This design comes from an exercise in tuning for small area, a short achievable clock period and few clock cycles per item on the open sky130 flow, not from production work.
Only simulation tests tie the RTL to the original design; equivalence was not proved.
No activity file was given, so power comes from the tool's default toggle rates.

Setup of job 5657:
## cnm_top
module cnm_top (
    input  logic               clk,
    input  logic               rst,
    input  logic               in_valid,
    input  logic signed [7:0]  rea,
    input  logic signed [7:0]  ima,
    input  logic signed [7:0]  req,
    input  logic signed [7:0]  imq,
    output logic               out_valid,
    output logic signed [15:0] rep,
    output logic signed [15:0] imp
);
Size in the first run: about 150 flip-flops, about 68 I/O pins, roughly 9800 µm² of cells after synthesis.
Settings: LEC_CHECK=0, CAP_MARGIN=20, CORE_MARGIN=2, CORE_UTILIZATION=40, CTS_BUF_LIST=sky130_fd_sc_hd__clkbuf_4 sky130_fd_sc_hd__clkbuf_8, SETUP_SLACK_MARGIN=4.6, SLEW_MARGIN=20, SYNTH_HIERARCHICAL=1; clock period 7.0 ns.
standard.sh (not shown) runs the stock make flow with config.mk's settings and CLKGATE_MAP_FILE= SYNTH_SCRIPT=/design/flow/synth_recipe.tcl, a recipe that flattens the netlist after the stock synthesis.
==> flow/flow/run.sh <==
#!/bin/bash
# Own layout flow: the standard flow (standard synthesis, same steps and
# settings) with these changes:
#  - after the floorplan step, combinational cells that synthesis mapped at a
#    larger drive strength are set back to drive strength 1 (downsize.tcl);
#    the standard repair steps that follow upsize where timing needs it;
#  - the port buffers are the small sky130 buf_1 cell instead of the delay
#    cell buffer_ports picks by default (every input and output port still
#    gets its own buffer; repair may resize them);
#  - clock tree synthesis adds no dummy loads.
set -euo pipefail
export BUFFER_PORTS_ARGS="-buffer_cell sky130_fd_sc_hd__buf_1"
export CTS_ARGS="-sink_clustering_enable -repair_clock_nets -dont_use_dummy_load -buf_list {sky130_fd_sc_hd__clkbuf_4 sky130_fd_sc_hd__clkbuf_8}"
bash standard.sh floorplan > flow_make_floorplan.log 2>&1
RESULTS=orfs/results/$FLOW_PLATFORM/cnm_top/base \
LIB=$FLOW_HOME/platforms/$FLOW_PLATFORM/lib/sky130_fd_sc_hd__tt_025C_1v80.lib \
  openroad -no_init -exit flow/downsize.tcl > downsize.log 2>&1
touch orfs/results/$FLOW_PLATFORM/cnm_top/base/2_floorplan.odb
bash standard.sh > flow_make.log 2>&1
==> flow/flow/downsize.tcl <==
# Set every combinational cell of the synthesized, floorplanned design to its
# drive-strength-1 variant (same function and footprint family). The flow's
# later repair steps upsize again where timing needs it. Registers, clock and
# tap cells are left alone.
set results $::env(RESULTS)
read_liberty $::env(LIB)
read_db $results/2_floorplan.odb
set n 0
foreach inst [get_cells *] {
  set ref [get_property $inst ref_name]
  if {![regexp {^(sky130_fd_sc_hd__([a-z0-9]+))_([0-9]+)$} $ref -> base fn drive]} continue
  if {$drive <= 1} continue
  if {[regexp {^(df|ed|sd|dl|clk|tap|fill|decap|conb|probe|lpflow|buf|inv|bufinv|dly)} $fn]} continue
  set lc [get_lib_cells -quiet ${base}_1]
  if {$lc eq ""} continue
  replace_cell $inst $lc
  incr n
}
puts "downsized $n cells"
write_db $results/2_floorplan.odb
Testbench counts of job 5657, summed over its fixed seeds: cycles 16,024, items 16,000.
The following lists how job 6009 was set up differently from job 5657:
==> flow/flow/run.sh <==
#!/bin/bash
# Own layout flow: the standard flow (standard synthesis, same steps and
# settings) with two changes:
#  - the port buffers are the small sky130 buf_1 cell instead of the delay
#    cell buffer_ports picks by default (every input and output port still
#    gets its own buffer; repair may resize them);
#  - clock tree synthesis adds no dummy loads.
set -euo pipefail
export BUFFER_PORTS_ARGS="-buffer_cell sky130_fd_sc_hd__buf_1"
export CTS_ARGS="-sink_clustering_enable -repair_clock_nets -dont_use_dummy_load -buf_list {sky130_fd_sc_hd__clkbuf_4 sky130_fd_sc_hd__clkbuf_8}"
export RECOVER_POWER=100
bash standard.sh > flow_make.log 2>&1
-- flow/config.mk --
<<< job 5657, line 10
export CORE_UTILIZATION = 40
export CTS_BUF_LIST = sky130_fd_sc_hd__clkbuf_4 sky130_fd_sc_hd__clkbuf_8
export SETUP_SLACK_MARGIN = 4.6
export SLEW_MARGIN = 20
export SYNTH_HIERARCHICAL = 1
>>> job 6009, line 10
export CORE_UTILIZATION = 40
export CTS_BUF_LIST = sky130_fd_sc_hd__clkbuf_4 sky130_fd_sc_hd__clkbuf_8
export SETUP_SLACK_MARGIN = 4.5
export SLEW_MARGIN = 20
export SYNTH_HIERARCHICAL = 1
removed: flow/flow/downsize.tcl
Notes after the runs:
- Comparing job 5657 and job 6009, the one run not ending clean was job 6009.
- Finished, but not clean: job 6009, with max-capacitance violations, max-slew violations.
- Job 6009 vs. job 5657: overall power after layout went down by about 1.7%.
- Compared with job 5657, job 6009 shows a lower worst setup slack.
- From job 5657 to job 6009 the numbers moved as follows: worst hold slack saw a decrease; routing usage on met2 saw an increase; wire length per cell saw an increase; wire length on met1 saw an increase.
- Against job 5657, job 6009 comes in 1 higher on count of buffering cells on the critical path with inverters included.
Inputs modified between job 6009 and job 8572:
-- flow/flow/run.sh --
<<< job 6009, line 9
export BUFFER_PORTS_ARGS="-buffer_cell sky130_fd_sc_hd__buf_1"
export CTS_ARGS="-sink_clustering_enable -repair_clock_nets -dont_use_dummy_load -buf_list {sky130_fd_sc_hd__clkbuf_4 sky130_fd_sc_hd__clkbuf_8}"
export RECOVER_POWER=100
bash standard.sh > flow_make.log 2>&1
>>> job 8572, line 9
export BUFFER_PORTS_ARGS="-buffer_cell sky130_fd_sc_hd__buf_1"
export CTS_ARGS="-sink_clustering_enable -repair_clock_nets -dont_use_dummy_load -buf_list {sky130_fd_sc_hd__clkbuf_4 sky130_fd_sc_hd__clkbuf_8}"
bash standard.sh > flow_make.log 2>&1
-- flow/config.mk --
<<< job 6009, line 10
export CORE_UTILIZATION = 40
export CTS_BUF_LIST = sky130_fd_sc_hd__clkbuf_4 sky130_fd_sc_hd__clkbuf_8
export SETUP_SLACK_MARGIN = 4.5
export SLEW_MARGIN = 20
export SYNTH_HIERARCHICAL = 1
>>> job 8572, line 10
export CORE_UTILIZATION = 40
export CTS_BUF_LIST = sky130_fd_sc_hd__clkbuf_4 sky130_fd_sc_hd__clkbuf_8
export SETUP_SLACK_MARGIN = 4.3
export SLEW_MARGIN = 20
export SYNTH_HIERARCHICAL = 1
Notes after the runs:
Job 8572 reached the final stage; the timing, DRC and antenna checks on its layout passed.
When the final numbers for job 6009 and job 8572 were put side by side, the worst-case setup margin in the final layout turned out to be greater in job 8572.
Delta (job 8572 minus job 6009): non-clock inverter count in the final layout shows no meaningful change; number of standard cells in the layout, taps in and fillers out decreased by 15 relative to the old numbers; combinational logic power closely matched the old numbers.

-- afterwards: timing with drivers on the ports --
The flow's constraints put no driver on any port. The routed layouts listed below were extracted and timed again, unchanged, in two steps. Step 1, drivers: a clkbuf_16 drives clk and a buf_2 each remaining input, both assumed. Step 2 moves the port delays by t, midway between the first and last clock arrival at a register: inputs arrive t later, outputs are due t later. That takes back most of the time a late clock gives input paths. a / b / c = ideal ports / drivers / drivers and shift; a / b = the first two.
run | t (ns) | slack for setup (ns) | worst data-port slew with drivers (ns)
job 5657 | 0.473 | 4.649 / 4.632 / 4.649 | 0.03
job 6009 | 0.496 | 3.638 / 3.638 / 3.638 | 0.03
job 8572 | 0.488 | 4.412 / 4.412 / 4.412 | 0.03
